From an optimization exercise on the open Yosys and OpenROAD flow, aimed at small area, a short achievable clock period and few clock cycles per item; shortcuts taken in it are not production practice.
In this exercise RTL edits were held to simulation tests only and were not proved equivalent to the original.
No activity file was given, so power comes from the tool's default toggle rates.

==> job 4575 <==
## systolic_top
module systolic_top #(
    parameter DATA_W = 8,
    parameter ACC_W  = 32,
    parameter ROWS   = 4,
    parameter COLS   = 4,
    parameter K      = 4
)(
    input  wire clk,
    input  wire rst_n,
    input  wire start,
    output wire busy,
    output wire done,
    input  wire signed [ROWS*K*DATA_W-1:0] a_flat,
    input  wire signed [K*COLS*DATA_W-1:0] b_flat,
    output wire signed [ROWS*COLS*ACC_W-1:0] c_flat
);
==> flow/config.mk <==
export PLATFORM = sky130hd
export DESIGN_NAME = systolic_top
export DESIGN_NICKNAME = systolic_top
export VERILOG_FILES = /design/flow/design.v
export SDC_FILE = /design/flow/constraint.sdc
export NUM_CORES = 4
export LEC_CHECK = 0
export CAP_MARGIN = 20
export CORE_MARGIN = 2
export CORE_UTILIZATION = 45
export PLACE_DENSITY = 0.6
export SETUP_SLACK_MARGIN = 4
export SLEW_MARGIN = 20
export SYNTH_HIERARCHICAL = 1
export SYNTH_MINIMUM_KEEP_SIZE = 0
==> flow/constraint.sdc <==
create_clock -name core_clock -period 10.0 [get_ports {clk}]
set_input_delay 2.0000 -clock core_clock [delete_from_list [all_inputs] [get_ports {clk}]]
set_output_delay 2.0000 -clock core_clock [all_outputs]
set_load 0.01 [all_outputs]
standard.sh (not shown) runs the stock make flow with config.mk's settings and CLKGATE_MAP_FILE= SYNTH_SCRIPT=/design/flow/synth_recipe.tcl, a recipe that flattens the netlist after the stock synthesis.
==> flow/flow/run.sh <==
#!/bin/bash
# The standard layout, except that the port buffers are plain buffers
# (buf_2) instead of the default slow delay-cell buffers (clkdlybuf4s50_1),
# which the timing repair leaves in place.
set -euo pipefail
export BUFFER_PORTS_ARGS="-buffer_cell sky130_fd_sc_hd__buf_2"
bash standard.sh > standard_flow.log 2>&1
==> job 5331: changes against job 4575 <==
--- a/flow/design.v
+++ b/flow/design.v
@@ -453,16 +453,48 @@
     assign n292 = {1'b0, n269, n267, n265, n263, n261, n260} + {1'b0, n270, n268, n266, n264, n262, n106};
     reg [28:0] q;
     always @(posedge clk) begin
         if (en)
             q <= {n227, n291, n290, n289, n288, n287, n286, n285, n284, n283, n282, n281, n280, n279, n278, n277, n276, n275, n274, n273, n292[6], n272, n271, n292[5], n292[4], n292[3], n292[2], n292[1], n292[0]};
     end
-    wire [11:0] x = {1'b1, q[27], q[25], q[23], q[21], q[19], q[17], q[15], q[13], q[11], q[9], q[6]};
-    wire [11:0] y = {1'b0, q[28], q[26], q[24], q[22], q[20], q[18], q[16], q[14], q[12], q[10], q[7]};
-    wire [11:0] hi = x + y + q[8];
-    wire [17:0] s = {hi, q[5], q[4], q[3], q[2], q[1], q[0]};
+    wire m0;
+    wire m1;
+    wire m2;
+    wire m3;
+    wire m4;
+    wire m5;
+    wire m6;
+    wire m7;
+    wire m8;
+    wire m9;
+    wire m10;
+    wire m11;
+    wire m12;
+    wire m13;
+    wire m14;
+    wire m15;
+    wire m16;
+    wire m17;
+    wire m18;
+    wire m19;
+    wire m20;
+    wire m21;
+    systolic_ha u_m0 (.a(q[6]), .b(q[7]), .s(m0), .co(m1));
+    systolic_ha u_m2 (.a(q[9]), .b(q[10]), .s(m2), .co(m3));
+    systolic_ha u_m4 (.a(q[11]), .b(q[12]), .s(m4), .co(m5));
+    systolic_ha u_m6 (.a(q[13]), .b(q[14]), .s(m6), .co(m7));
+    systolic_ha u_m8 (.a(q[15]), .b(q[16]), .s(m8), .co(m9));
+    systolic_ha u_m10 (.a(q[17]), .b(q[18]), .s(m10), .co(m11));
+    systolic_ha u_m12 (.a(q[19]), .b(q[20]), .s(m12), .co(m13));
+    systolic_ha u_m14 (.a(q[21]), .b(q[22]), .s(m14), .co(m15));
+    systolic_ha u_m16 (.a(q[23]), .b(q[24]), .s(m16), .co(m17));
+    systolic_ha u_m18 (.a(q[25]), .b(q[26]), .s(m18), .co(m19));
+    systolic_ha u_m20 (.a(q[27]), .b(q[28]), .s(m20), .co(m21));
+    wire [17:0] x = {m21, m19, m17, m15, m13, m11, m9, m7, m5, m3, m1, m0, q[5], q[4], q[3], q[2], q[1], q[0]};
+    wire [17:0] y = {1'b1, m20, m18, m16, m14, m12, m10, m8, m6, m4, m2, q[8], 1'b0, 1'b0, 1'b0, 1'b0, 1'b0, 1'b0};
+    wire [17:0] s = x + y;
     assign c = {{(ACC_W-18){s[17]}}, s};
 endmodule
 module systolic_fa (
     input  wire a,
     input  wire b,
     input  wire c,
==> results by group <==
Critical path
  • WP data required: 10.48 ns

Floorplanning
  • Die Span Y: 513 um
  • Row cnt: 186
  • Die X: 513 um
  • Core area: 257000 um^2

Status
  • Outcome: no timing/DRC/antenna violations

Pwr
  • Sequential Power: 6.85 mW
  • Pwr dens: 459 nW/um^2
  • Clock Power Share: 0.049
  • Cell Int Power: 28.8 mW
  • Maximum VDD drop: 0.000440 V

Finish
  • Non-clock buffers: 1204
  • Signal buffers share of area: 0.0673
  • Design area: 126000 um^2

Clock tree
  • CTS buffer count: 71

STA
  • Tcrit/Tclk final: 0.607
  • Minimum clock period: 6.07 ns

Global routing
  • Vias in the first global route: 99043

Drt
  • Met2 wire len: 209000 um

Synth
  • Area share of fa/ha/maj cells after synthesis: 0.436
The numbers above come from job 5331.

==> results by group <==
Pwr
  • Pwr dens: 456 nW/um^2
  • Maximum VDD drop: 0.000349 V
  • Cell Int Power: 29.1 mW
  • Clock Power Share: 0.047

Critical path
  • WP data required: 10.44 ns
  • Worst Path Arrival: 6.52 ns

Drt
  • Met2 wire len: 226000 um
  • Number of vias per cell: 6.94

Clock tree
  • CTS buffer count: 70

Place
  • Post-DP HPWL: 360000 um

Floorplanning
  • Core area: 259000 um^2
  • Die X: 514 um
  • Io pins: 773
  • Row cnt: 187

Status
  • Outcome: no timing/DRC/antenna violations

Finish
  • Design area: 130000 um^2
  • Signal buffers share of area: 0.0921
  • Non-clock buffers: 1428

Synth
  • Area share of fa/ha/maj cells after synthesis: 0.417

Global routing
  • First-pass GRT wire length: 751000 um
The numbers above come from job 4575.

Testbench counts of job 4575, summed over its fixed seeds: cycles 392, items 384.
Testbench counts of job 5331, summed over its fixed seeds: cycles 392, items 384.

[separate check: timing with driven ports]
Ports are ideal in the flow. The routed layouts listed here were re-timed in OpenROAD. Step 1 sets driving cells, clkbuf_16 on the clock port and buf_2 on the other inputs (assumed; they add their load-dependent delay and slew). Step 2 times the ports against the registers' clock, not the clock port: input delays grow and output delays shrink by t, the midpoint of the rising clock arrivals with the driver on. a / b / c = ideal ports / drivers / drivers and shift; a / b = the first two.
run | t (ns) | setup WS [ns] | hold WS [ns] | worst setup path after step 2 | latest minus earliest clock arrival (ns)
job 4575 | 0.835 | 3.923 / 3.931 / 3.096 | 1.056 / 0.982 / 1.817 | input to register | 0.076 / 0.077
job 5331 | 0.865 | 3.932 / 3.935 / 3.124 | 1.016 / 0.934 / 1.799 | input to register | 0.050 / 0.049
After both steps every run listed still meets setup and hold. The setup slack of job 4575, which loses most, moves by +0.008 ns with the drivers and by -0.827 ns with both steps.
